This design comes from an exercise in tuning for a short achievable clock period and few clock cycles on the open sky130 flow, not from production work. Only simulation tests tie the RTL to the original design; equivalence was not proved. No activity file was given, so power comes from the tool's default toggle rates.

// top
module top (
	input clk,     
	input rst_n,   
	output wire [31:0] imem_addr,
	input  wire [31:0] imem_rdata,
	output wire [31:0] dmem_addr,
	output wire [31:0] dmem_wdata,
	output wire        dmem_we,
	input  wire [31:0] dmem_rdata
);
reg  [29:0] pcF;                  
reg  [29:0] pcO;                  
reg  [31:0] irD;
reg  [29:0] pcD;
reg         predD;
reg         vD;
reg  [31:0] s1D, s2D;             
reg  [31:0] sxD;                  
reg  [4:0]  rxD;                  
reg         bzD;                  
reg         zpD;                  
reg  [31:0] aE, bE, sE;           
reg  [29:0] altE;
reg  [4:0]  rdE;
reg         wrE, lmE, brE, stE, ldE, eldE, mulE, predE;
reg         addE, subE, andE, orE, sltE, oneE;
reg  [2:0]  fa, ha, ga;           
reg  [2:0]  fb, hb, gb, kb;       
reg  [2:0]  fs;                   
reg  [31:0] resM, resMx;           
reg  [4:0]  rdM;
reg         wrM, ldM, mulM;
reg  [191:0] mulv;                
reg  [31:0] daddrM, dwdataM;
reg         dweM;
reg  [31:0] resW, resWx;           
reg  [4:0]  rdW;
reg         wrW;
reg  [31:0] rf [1:31];
reg  [31:1] zf;                   
reg  [31:1] of;                   
wire [31:0] insF = imem_rdata;
wire [29:0] pc1F;
wire [21:0] hiP1F, hiM1F;
wire [31:0] s1F, s2F;
pc_inc     u_pcinc (.pc(pcF), .pc1(pc1F), .hip1(hiP1F), .him1(hiM1F));
dec5       u_dec1  (.a(insF[19:15]), .y(s1F));
dec5       u_dec2  (.a(insF[24:20]), .y(s2F));
wire        r1zF = insF[19:15] == 5'd0;
wire        r2zF = insF[24:20] == 5'd0;
wire [4:0]  rxF  = r2zF ? insF[19:15] : insF[24:20];
wire        bzF  = (insF[6:0] == 7'b1100011) & (r1zF | r2zF);
wire [31:0] sxF;
dec5       u_decx  (.a(rxF), .y(sxF));
wire        zdD;                
wire        predF, cF, cO;
wire [7:0]  tloF, eloF, tloO, eloO;
wire        pc1c = &pcF[7:0];
fetch_pred u_fpred (.ins(insF), .zd(zdD), .rd(irD[11:7]), .pred(predF));
  ...
clock: 13.0 ns
lec_check: 0
cap_margin: 20
core_margin: 2
core_utilization: 44
cts_cluster_diameter: 150
cts_cluster_size: 20
place_density: 0.62
slew_margin: 20
synth_hierarchical: 1
standard.sh (not shown) runs the stock make flow with config.mk's settings and CLKGATE_MAP_FILE= SYNTH_SCRIPT=/design/flow/synth_recipe.tcl, a recipe that flattens the netlist after the stock synthesis.
==> flow/flow/run.sh <==
#!/bin/bash
# The standard layout (standard.sh) with three changes to how it is made:
# the port buffers are buf_8 cells; after placement each output port's buffer
# is moved next to the flip-flop driving it (the long wire to the pin is then
# driven by the buffer); and the setup repair aims for slack beyond the clock
# period so that the achieved period shrinks.
set -euo pipefail
ARGS=(SETUP_SLACK_MARGIN=9.45 "BUFFER_PORTS_ARGS=-buffer_cell sky130_fd_sc_hd__buf_8")
bash standard.sh "${ARGS[@]}" place > standard_place.log 2>&1
RES_DIR=orfs/results/sky130hd/top/base openroad -no_init -exit flow/move_run.tcl > move_outbuf.log 2>&1
bash standard.sh "${ARGS[@]}" > standard_finish.log 2>&1
==> flow/flow/move_outbuf.tcl <==
# Move each output port's buffer next to the flip-flop that drives it, then
# legalize: the long wire to the pin is then driven by the buffer.
set block [ord::get_db_block]
set n 0
foreach term [$block getBTerms] {
  if { [$term getIoType] != "OUTPUT" } { continue }
  set net [$term getNet]
  foreach it [$net getITerms] {
    if { ![$it isOutputSignal] } { continue }
    set buf [$it getInst]
    foreach bit [$buf getITerms] {
      if { ![$bit isInputSignal] } { continue }
      set inet [$bit getNet]
      if { $inet == "NULL" } { continue }
      foreach dit [$inet getITerms] {
        if { ![$dit isOutputSignal] } { continue }
        set drv [$dit getInst]
        set loc [$drv getLocation]
        $buf setLocation [lindex $loc 0] [lindex $loc 1]
        incr n
      }
    }
  }
}
puts "moved $n output buffers"
==> flow/flow/move_run.tcl <==
# after placement: move each output port's buffer next to the flip-flop
# that drives it (see move_outbuf.tcl), legalize, and write the placement back
set r $::env(RES_DIR)
read_db $r/3_place.odb
source [file dirname [info script]]/move_outbuf.tcl
detailed_placement
check_placement
write_db $r/3_place.odb
The baseline produced a layout that fails on antenna rules.
Testbench counts at the start, summed over its fixed seeds: cycles 19,925.
Then changed:
- CORE_UTILIZATION: 44 -> 48
- PLACE_DENSITY: 0.62 -> 0.65
What happened: This time the run passed the timing, design-rule and antenna checks. Routed wire length grows by 3.4%. Total power grows by 6.6%. Flip-flop and latch count does not change.

separate check: timing with driven ports:
How much do the figures lean on ideal ports? The routed layouts below were timed once more, with nothing changed but the port constraints.
Step 1 assumes that a clkbuf_16 drives the clock port and a buf_2 every other input.
Step 2 adds t to the input delays and takes it off the output delays; t is the mean of the earliest and latest rising clock arrival at the registers after step 1. Input paths then give back, and output paths get back, about the clock's delay inside the block.
Three values: ideal ports, drivers, drivers and shift; two values: the first two.
| run | t, ns | setup WS [ns] | worst slew at a driven data input, ns |
|---|---|---|---|
| the first run | 0.925 | 8.928 / 8.894 / 7.994 | 0.29 |
| the second run | 0.914 | 8.981 / 8.880 / 8.127 | 0.32 |
The setup slack of the first run, which loses most, moves by -0.034 ns with the drivers and by -0.934 ns with both steps.
